This is an optimization exercise on Yosys and OpenROAD, whose aim is small area, a short achievable clock period and few clock cycles, not a production implementation. Only simulation tests tie the RTL to the original design; equivalence was not proved.

==> flow/design.v (excerpt) <==
module PSE ( clk,
			reset,
			Xin,
			Yin,
			point_num,
			valid,
			Xout,
			Yout);
Size: ~1600 cells after synthesis, roughly 160 flip-flops, about 46 I/O pins, about 16000 um^2 of cells after synthesis.
export LEC_CHECK = 0
export CAP_MARGIN = 20
export CORE_MARGIN = 2
export CORE_UTILIZATION = 40
export SETUP_SLACK_MARGIN = 4.0
export SLEW_MARGIN = 20
export SYNTH_HIERARCHICAL = 1
create_clock -name core_clock -period 11.0 [get_ports {clk}]
standard.sh (not shown) runs the stock make flow with config.mk's settings and CLKGATE_MAP_FILE= SYNTH_SCRIPT=/design/flow/synth_recipe.tcl, a recipe that flattens the netlist after the stock synthesis.
==> flow/flow/run.sh <==
#!/bin/bash
# The standard layout (the standard.sh), with plain buffers on the ports
# instead of delay buffers. The tools' output goes to standard.log here and to
# the ORFS logs under orfs/logs/.
export BUFFER_PORTS_ARGS="-buffer_cell sky130_fd_sc_hd__buf_2"
bash standard.sh > standard.log 2>&1
Testbench counts at the start, summed over its fixed seeds: cycles 22,671.
Then changed:
==> flow/flow/run.sh (replaced) <==
#!/bin/bash
# Standard layout, with plain buffers on the ports instead of delay buffers.
cp standard.sh standard_copy.log 2>/dev/null
export BUFFER_PORTS_ARGS="-buffer_cell sky130_fd_sc_hd__buf_2"
bash standard.sh > standard.log 2>&1
Settings changed: SYNTH_HIERARCHICAL 1 to not set.
Effect: Critical path depth decreases by 3. Setup slack improves by 0.20 ns. Worst hold slack is worse by 0.019 ns.
Then changed:
==> flow/run.sh (new file) <==
#!/bin/bash
# synth_recipe.tcl (not shown) runs the flow's synth.tcl, then flattens the netlist and writes it again
# the make line also repeats each setting of config.mk as NAME=value (left out here)
make -C /OpenROAD-flow-scripts/flow DESIGN_CONFIG=/design/flow/config.mk WORK_HOME=/design/flow/orfs CLKGATE_MAP_FILE= SYNTH_SCRIPT=/design/flow/synth_recipe.tcl finish
Settings changed: ABC_AREA set to 1.
removed: flow/flow/run.sh
removed: flow/standard.sh
Wire length went up by 12%.
Hold slack got worse by 0.016 ns.
Via count came out higher by 14%.
Flip-flop and latch count does not change.
Clock skew stays flat.
Cell area increases by 5.0%.
Then changed:
Settings changed: ABC_AREA 1 to not set, SETUP_SLACK_MARGIN 4.0 to 4.5.
=> The changed run finished clean. First-iteration DRC count is lower by 20%. Worst setup slack improved by 0.050 ns. Cell count falls by 14%. Maximum frequency rises by 0.76%. Flip-flop and latch count does not change.
Then changed:
Settings changed: CAP_MARGIN 20 to 0, SETUP_SLACK_MARGIN 4.5 to 4.0, SLEW_MARGIN 20 to 0.
Effect:
- cell area drops by a few percent
- global-route usage drops by 0.99 points
- sequential share of layout area climbs by 0.59 points
- via count is about the same
Then changed:
==> flow/flow/run.sh (new file) <==
#!/bin/bash
# The standard layout (the standard.sh), with plain buffers on the ports
# instead of delay buffers. The tools' output goes to standard.log here and to
# the ORFS logs under orfs/logs/.
export BUFFER_PORTS_ARGS="-buffer_cell sky130_fd_sc_hd__buf_2"
bash standard.sh > standard.log 2>&1
==> flow/standard.sh (new file) <==
#!/bin/bash
# synth_recipe.tcl (not shown) runs the flow's synth.tcl, then flattens the netlist and writes it again
# the make line also repeats each setting of config.mk as NAME=value (left out here)
make -C /OpenROAD-flow-scripts/flow DESIGN_CONFIG=/design/flow/config.mk WORK_HOME=/design/flow/orfs CLKGATE_MAP_FILE= SYNTH_SCRIPT=/design/flow/synth_recipe.tcl "${@:-finish}"
Settings changed: CAP_MARGIN 0 to 20, CORE_UTILIZATION 40 to 60, PLACE_DENSITY set to 0.8, SLEW_MARGIN 0 to 20.
removed: flow/run.sh
Outcome:
- via count rises by 4.2%
- non-clock buffer count grows by 2
- setup slack loses 0.019 ns
- global-route usage climbs by 12 points
- utilization goes up by 21 points
- final cell count fell by 8.7%
- routed wire length went up by 0.50%
- flip-flop and latch count does not change

Starting RTL as in the previous note.
Settings: LEC_CHECK=0, CAP_MARGIN=20, CORE_MARGIN=2, CORE_UTILIZATION=40, CTS_BUF_LIST=sky130_fd_sc_hd__clkbuf_8, CTS_CLUSTER_DIAMETER=100, CTS_CLUSTER_SIZE=40, SETUP_SLACK_MARGIN=4.5, SLEW_MARGIN=20; clock period 11.0 ns.
run.sh (not shown) runs the stock make flow with config.mk's settings and CLKGATE_MAP_FILE= SYNTH_SCRIPT=/design/flow/synth_recipe.tcl, a recipe that flattens the netlist after the stock synthesis.
Stock flow here: none of the scripts above is used.
Testbench counts at the start, summed over its fixed seeds: cycles 22,671.
Change:
==> flow/flow/run.sh (new file) <==
#!/bin/bash
# The standard layout (the standard.sh), with plain buffers on the ports
# instead of delay buffers. Each tool's output goes to standard.log here and
# to the ORFS logs under orfs/logs/.
export BUFFER_PORTS_ARGS="-buffer_cell sky130_fd_sc_hd__buf_1"
bash standard.sh > standard.log 2>&1
==> flow/standard.sh (new file) <==
#!/bin/bash
# synth_recipe.tcl (not shown) runs the flow's synth.tcl, then flattens the netlist and writes it again
# the make line also repeats each setting of config.mk as NAME=value (left out here)
make -C /OpenROAD-flow-scripts/flow DESIGN_CONFIG=/design/flow/config.mk WORK_HOME=/design/flow/orfs CLKGATE_MAP_FILE= SYNTH_SCRIPT=/design/flow/synth_recipe.tcl "${@:-finish}"
CTS_BUF_LIST = default   (was sky130_fd_sc_hd__clkbuf_8)
CTS_CLUSTER_DIAMETER = default   (was 100)
CTS_CLUSTER_SIZE = default   (was 40)
removed: flow/run.sh
Outcome:
- core utilization grows by 0.12 points
- area after synthesis stays the same
- cell area hardly moves
- clock-buffer cell count grows by 2
- register-to-register slack improves by 30 ps
- first-iteration DRC count grows by 26%
- die area stays the same
- critical path depth shrinks by 2
Change:
==> flow/run.sh (new file) <==
#!/bin/bash
# synth_recipe.tcl (not shown) runs the flow's synth.tcl, then flattens the netlist and writes it again
# the make line also repeats each setting of config.mk as NAME=value (left out here)
make -C /OpenROAD-flow-scripts/flow DESIGN_CONFIG=/design/flow/config.mk WORK_HOME=/design/flow/orfs CLKGATE_MAP_FILE= SYNTH_SCRIPT=/design/flow/synth_recipe.tcl finish
SETUP_SLACK_MARGIN = 4.0   (was 4.5)
removed: flow/flow/run.sh
removed: flow/standard.sh
After rerunning:
- first-iteration DRC count is lower by 15%
- cell count is lower by 1.8%
- fmax is lower by 2.8%

[static timing again, ports no longer ideal]
How much do the figures lean on ideal ports? The routed layouts below were timed once more, with nothing changed but the port constraints. Step 1 (the two cells are an assumption about what drives the block):
set clk [get_ports {clk}]
set_driving_cell -lib_cell sky130_fd_sc_hd__clkbuf_16 $clk
set_driving_cell -lib_cell sky130_fd_sc_hd__buf_2 [delete_from_list [all_inputs] $clk]
Step 2 moves the port delays by t, midway between the first and last clock arrival at a register: inputs arrive t later, outputs are due t later. That takes back most of the time a late clock gives input paths. Slacks: no drivers / after step 1 / after step 2; pairs: no drivers / after step 1.
run	shift t [ns]	setup WS [ns]	latest minus earliest clock arrival (ns)
the first run of note 1	0.484	4.086 / 4.086 / 4.086	0.009 / 0.009
the second run of note 1	0.475	4.286 / 4.286 / 4.286	0.010 / 0.009
the third run of note 1	0.480	4.340 / 4.340 / 4.340	0.010 / 0.009
the fourth run of note 1	0.476	4.391 / 4.391 / 4.391	0.008 / 0.007
the fifth run of note 1	0.490	4.213 / 4.213 / 4.213	0.009 / 0.010
the sixth run of note 1	0.482	4.195 / 4.195 / 4.195	0.012 / 0.012
the first run of note 2	0.507	4.381 / 4.381 / 4.381	0.015 / 0.014
the second run of note 2	0.479	4.409 / 4.409 / 4.409	0.012 / 0.012
the third run of note 2	0.479	4.222 / 4.222 / 4.222	0.010 / 0.009
After both steps every run listed still meets setup and hold.
